Context: an optimization exercise on an open-source flow, tuned for small area. The choices shown serve that exercise and are no tape-out recipe.
At most, simulation tests tie the RTL to the original design; equivalence was not proved.
The flow treats the clock pin as an ideal source, which a real chip does not have.
Power is estimated from default activity; no workload was simulated.

==> flow/design.v <==
module task4_2(output [95:0] yout,
               output done,
               input data, start, clk);
  reg  [5:0]  cnt;      
  reg  [31:0] d;        
  reg  [15:0] g;        
  wire        run = ~cnt[5];    
  assign done = cnt[5] & cnt[0];
  always @(posedge clk or posedge start)
    if (start)      cnt <= 6'd0;
    else if (!done) cnt <= cnt + 6'd1;
  always @(posedge clk)
    if (run) d <= {data, d[31:1]};
  wire x = data ^ g[15];        
  always @(posedge clk)
    if (run) begin
      if (start) g <= 16'h0000;
      else       g <= {g[14] ^ x, ~g[13:2], g[1] ^ x, ~g[0], ~x};
    end
  wire [15:0] r = g ^ 16'h2AB5;
  wire [34:0] dz = {d, 3'b000};           
  wire [33:0] tz = dz[34:1] ^ dz[33:0];   
  wire [95:0] f;
  genvar j;
  generate
    for (j = 0; j < 32; j = j + 1) begin : g_fec
      assign f[95 - 2*j] = dz[j+3] ^ tz[j];
      assign f[94 - 2*j] = f[95 - 2*j] ^ dz[j+2];
    end
  endgenerate
  wire [18:0] q = {d[29], d[30], d[31], r};
  wire [17:0] tq = q[18:1] ^ q[17:0];
  generate
    for (j = 0; j < 16; j = j + 1) begin : g_crc
      assign f[2*j + 1] = q[j] ^ tq[j+2];
      assign f[2*j]     = f[2*j + 1] ^ q[j+1];
    end
  endgenerate
  genvar w, k, b;
  generate
    for (w = 0; w < 3; w = w + 1) begin : g_w
      for (k = 0; k < 4; k = k + 1) begin : g_k
        for (b = 0; b < 4; b = b + 1) begin : g_b
          assign yout[32*w + 8*(3-k) + 2*b +: 2] = f[32*w + 8*(3-b) + 2*k +: 2];
        end
      end
    end
  endgenerate
endmodule
export LEC_CHECK = 0
export CAP_MARGIN = 20
export CORE_MARGIN = 2
export CORE_UTILIZATION = 40
export SLEW_MARGIN = 20
create_clock -name core_clock -period 7.0 [get_ports {clk}]
standard.sh (not shown) runs the stock make flow with config.mk's settings and CLKGATE_MAP_FILE= SYNTH_SCRIPT=/design/flow/synth_recipe.tcl, a recipe that flattens the netlist after the stock synthesis.
==> flow/flow/run.sh <==
#!/bin/bash
set -uo pipefail
bash standard.sh "BUFFER_PORTS_ARGS=-buffer_cell sky130_fd_sc_hd__buf_1" \
  "CTS_ARGS=-sink_clustering_enable -repair_clock_nets -dont_use_dummy_load" \
  finish > standard.log 2>&1
rc=$?
tail -n 30 standard.log
exit $rc
Rerun with:
==> flow/design.v (replaced) <==
module task4_2(output [95:0] yout,
               output done,
               input data, start, clk);
  reg  [5:0]  cnt;      
  reg  [31:0] d;        
  reg  [15:0] g;        
  wire        run = ~cnt[5];    
  assign done = cnt[5] & cnt[0];
  always @(posedge clk or posedge start)
    if (start)      cnt <= 6'd0;
    else if (!done) cnt <= cnt + 6'd1;
  always @(posedge clk)
    if (run) d <= {data, d[31:1]};
  wire first = (cnt == 6'd0);
  wire x = d[31] ^ g[15];       
  always @(posedge clk)
    if (!done) begin
      if (first) g <= 16'h0000;
      else       g <= {g[14] ^ x, ~g[13:2], g[1] ^ x, ~g[0], ~x};
    end
  wire [15:0] r = g ^ 16'h2AB5;
  wire [34:0] dz = {d, 3'b000};            
  wire [31:0] tz = dz[32:1] ^ dz[31:0];    
  wire [31:0] fo = dz[34:3] ^ tz;
  wire [31:0] fe = fo ^ dz[33:2];
  wire [18:0] q  = {d[29], d[30], d[31], r};
  wire [15:0] tq = q[18:3] ^ q[17:2];      
  wire [15:0] co = q[15:0] ^ tq;
  wire [15:0] ce = co ^ q[16:1];
  assign yout = {fo[15], fe[15], fo[11], fe[11], fo[7], fe[7], fo[3], fe[3],
                 fo[14], fe[14], fo[10], fe[10], fo[6], fe[6], fo[2], fe[2],
                 fo[13], fe[13], fo[9], fe[9], fo[5], fe[5], fo[1], fe[1],
                 fo[12], fe[12], fo[8], fe[8], fo[4], fe[4], fo[0], fe[0],
                 fo[31], fe[31], fo[27], fe[27], fo[23], fe[23], fo[19], fe[19],
                 fo[30], fe[30], fo[26], fe[26], fo[22], fe[22], fo[18], fe[18],
                 fo[29], fe[29], fo[25], fe[25], fo[21], fe[21], fo[17], fe[17],
                 fo[28], fe[28], fo[24], fe[24], fo[20], fe[20], fo[16], fe[16],
                 co[0], ce[0], co[4], ce[4], co[8], ce[8], co[12], ce[12],
                 co[1], ce[1], co[5], ce[5], co[9], ce[9], co[13], ce[13],
                 co[2], ce[2], co[6], ce[6], co[10], ce[10], co[14], ce[14],
                 co[3], ce[3], co[7], ce[7], co[11], ce[11], co[15], ce[15]};
endmodule
Result: The changed run produced a clean layout. Fmax fell by a few percent. Non-clock buffer count rose by 1. Power fell slightly. Synthesized cell count rose by a few percent. Sequential power barely changes. Routed wire length rose by a few percent. Setup slack loses 85 ps. Global-route usage rose by 0.24 points. Cell area rose by a few percent. Die area rose by a few percent. Cell count rose by a few percent. Utilization fell by 0.82 points. Register-to-register slack gains 30 ps. Critical path depth stays the same.
Only the layout flow was run in the first run of this note; the RTL was not checked for function there.


task4_2, a different RTL version from the one above (not shown whole).
Size: ~220 cells after synthesis, ~100 I/O pins, roughly 0.0029 mm2 of cells after synthesis.
==> module task4_2, before the edit <==
module task4_2(output [95:0] yout,
               output done,
               input data, start, clk);
  reg  [5:0]  s;        
  reg  [31:0] d;        
  reg  [15:0] g;        
  wire all5  = &s[4:0];
  wire run   = ~all5;
  wire first = ~s[5] & s[3] & ~s[2] & s[0];
  assign done = all5 & s[5];
  always @(posedge clk or posedge start)
    if (start) s <= 6'b011011;
    else       s <= {s[4:0], ~(s[5] ^ s[0]) | all5};
  always @(posedge clk)
    if (run) d <= {data, d[31:1]};
  wire x = d[31] ^ g[15];       
  always @(posedge clk)
    if (!done) begin
      if (first) g <= 16'h0000;
      else       g <= {g[14] ^ x, ~g[13:2], g[1] ^ x, ~g[0], ~x};
    end
  wire [15:0] r = g ^ 16'h2AB5;
  wire [34:0] dz = {d, 3'b000};            
  wire [31:0] tz = dz[32:1] ^ dz[31:0];    
  wire [31:0] fo = dz[34:3] ^ tz;
  wire [31:0] fe = fo ^ dz[33:2];
  wire [18:0] q  = {d[29], d[30], d[31], r};
  wire [15:0] tq = q[18:3] ^ q[17:2];      
  wire [15:0] co = q[15:0] ^ tq;
  wire [15:0] ce = co ^ q[16:1];
  assign yout = {fo[15], fe[15], fo[11], fe[11], fo[7], fe[7], fo[3], fe[3],
                 fo[14], fe[14], fo[10], fe[10], fo[6], fe[6], fo[2], fe[2],
                 fo[13], fe[13], fo[9], fe[9], fo[5], fe[5], fo[1], fe[1],
                 fo[12], fe[12], fo[8], fe[8], fo[4], fe[4], fo[0], fe[0],
                 fo[31], fe[31], fo[27], fe[27], fo[23], fe[23], fo[19], fe[19],
                 fo[30], fe[30], fo[26], fe[26], fo[22], fe[22], fo[18], fe[18],
                 fo[29], fe[29], fo[25], fe[25], fo[21], fe[21], fo[17], fe[17],
                 fo[28], fe[28], fo[24], fe[24], fo[20], fe[20], fo[16], fe[16],
                 co[0], ce[0], co[4], ce[4], co[8], ce[8], co[12], ce[12],
                 co[1], ce[1], co[5], ce[5], co[9], ce[9], co[13], ce[13],
                 co[2], ce[2], co[6], ce[6], co[10], ce[10], co[14], ce[14],
                 co[3], ce[3], co[7], ce[7], co[11], ce[11], co[15], ce[15]};
endmodule
==> flow/config.mk <==
export PLATFORM = sky130hd
export DESIGN_NAME = task4_2
export DESIGN_NICKNAME = task4_2
export VERILOG_FILES = /design/flow/design.v
export SDC_FILE = /design/flow/constraint.sdc
export NUM_CORES = 4
export LEC_CHECK = 0
export CAP_MARGIN = 20
export CORE_MARGIN = 2
export CORE_UTILIZATION = 40
export SLEW_MARGIN = 20
==> flow/constraint.sdc <==
create_clock -name core_clock -period 7.0 [get_ports {clk}]
set_input_delay 1.4000 -clock core_clock [delete_from_list [all_inputs] [get_ports {clk}]]
set_output_delay 1.4000 -clock core_clock [all_outputs]
set_load 0.01 [all_outputs]
==> flow/flow/run.sh <==
#!/bin/bash
# The standard layout with three changes:
#  - after the standard synthesis, flow/xorsyn.py rebuilds the netlist's
#    XOR network (the convolutional-code outputs) with fewer gates; the
#    registers and all other cells are kept as synthesised;
#  - the port buffers are the smallest buffer cell;
#  - clock tree synthesis adds no dummy load cells.
set -uo pipefail
R=orfs/results/${FLOW_PLATFORM}/task4_2/base
KNOBS=("BUFFER_PORTS_ARGS=-buffer_cell sky130_fd_sc_hd__buf_1"
       "CTS_ARGS=-sink_clustering_enable -repair_clock_nets -dont_use_dummy_load -clk_nets clk"
       "PRE_CTS_TCL=$PWD/flow/pre_cts.tcl")
bash standard.sh "${KNOBS[@]}" synth > synth.log 2>&1 || { tail -n 30 synth.log; exit 1; }
cp "$R/1_2_yosys.v" "$R/1_2_yosys_abc.v"
python3 flow/xorsyn.py "$R/1_2_yosys_abc.v" "$R/1_2_yosys.v" > xorsyn.log 2>&1 || { cat xorsyn.log; exit 1; }
cat xorsyn.log
rm -f "$R/1_synth.odb" "$R/1_synth.sdc"
bash standard.sh "${KNOBS[@]}" finish > standard.log 2>&1
rc=$?
tail -n 30 standard.log
exit $rc
Other scripts of this flow, unchanged in this note and not shown: flow/flow/clkbuf.py, flow/flow/pre_cts.tcl, flow/flow/xorsyn.py
Then changed:
--- a/flow/design.v
+++ b/flow/design.v
@@ -12,15 +12,14 @@
     if (start) s <= 6'b011011;
     else       s <= {s[4:0], ~(s[5] ^ s[0]) | all5};
   always @(posedge clk)
     if (run) d <= {data, d[31:1]};
-  wire x = d[31] ^ g[15];       
+  wire x   = d[31] ^ g[15];     
+  wire upd = ~done & ~first;    
+  wire [15:0] gn = {~(g[14] ^ x), g[13:2], ~(g[1] ^ x), g[0], x};
   always @(posedge clk)
-    if (!done) begin
-      if (first) g <= 16'h0000;
-      else       g <= {g[14] ^ x, ~g[13:2], g[1] ^ x, ~g[0], ~x};
-    end
-  wire [15:0] r = g ^ 16'h2AB5;
+    g <= ({16{done}} & g) | ({16{upd}} & gn);
+  wire [15:0] r = ~g;
   wire [34:0] dz = {d, 3'b000};            
   wire [31:0] tz = dz[32:1] ^ dz[31:0];    
   wire [31:0] fo = dz[34:3] ^ tz;
   wire [31:0] fe = fo ^ dz[33:2];
Effect:
- worst setup slack gets worse by 32 ps
- first-iteration DRC count goes down by roughly a tenth
- wire length goes up slightly
- design area goes down slightly
- hold slack gets worse by 7.4 ps
- sequential share of layout area goes down by 3.8 points
- utilization goes down by 0.61 points
- cell count goes up slightly

afterwards: timing with drivers on the ports:
No port has a modelled driver above. Below, the same layouts with a new extraction and two added sets of constraints. Step 1: set_driving_cell puts a clkbuf_16 on clk and a buf_2 on each other input, an assumption about the parent block. Step 2, shift: input delay + t, output delay - t, t = (earliest + latest rising clock arrival at the registers) / 2. This alone moves slack from input paths to output paths. a / b / c = no drivers / after step 1 / after step 2; a / b = the first two.
run | t, ns | slack for setup (ns) | worst register clock-pin slew, ns
the first run of note 1 | 0.320 | 3.906 / 3.879 / 4.198 | 0.09 / 0.09
the second run of note 1 | 0.318 | 3.820 / 3.792 / 4.110 | 0.09 / 0.09
the first run of note 2 | 0.196 | 3.876 / 3.821 / 4.017 | 0.08 / 0.08
the second run of note 2 | 0.205 | 3.844 / 3.784 / 3.989 | 0.10 / 0.10
After both steps setup and hold are still met in every run listed.
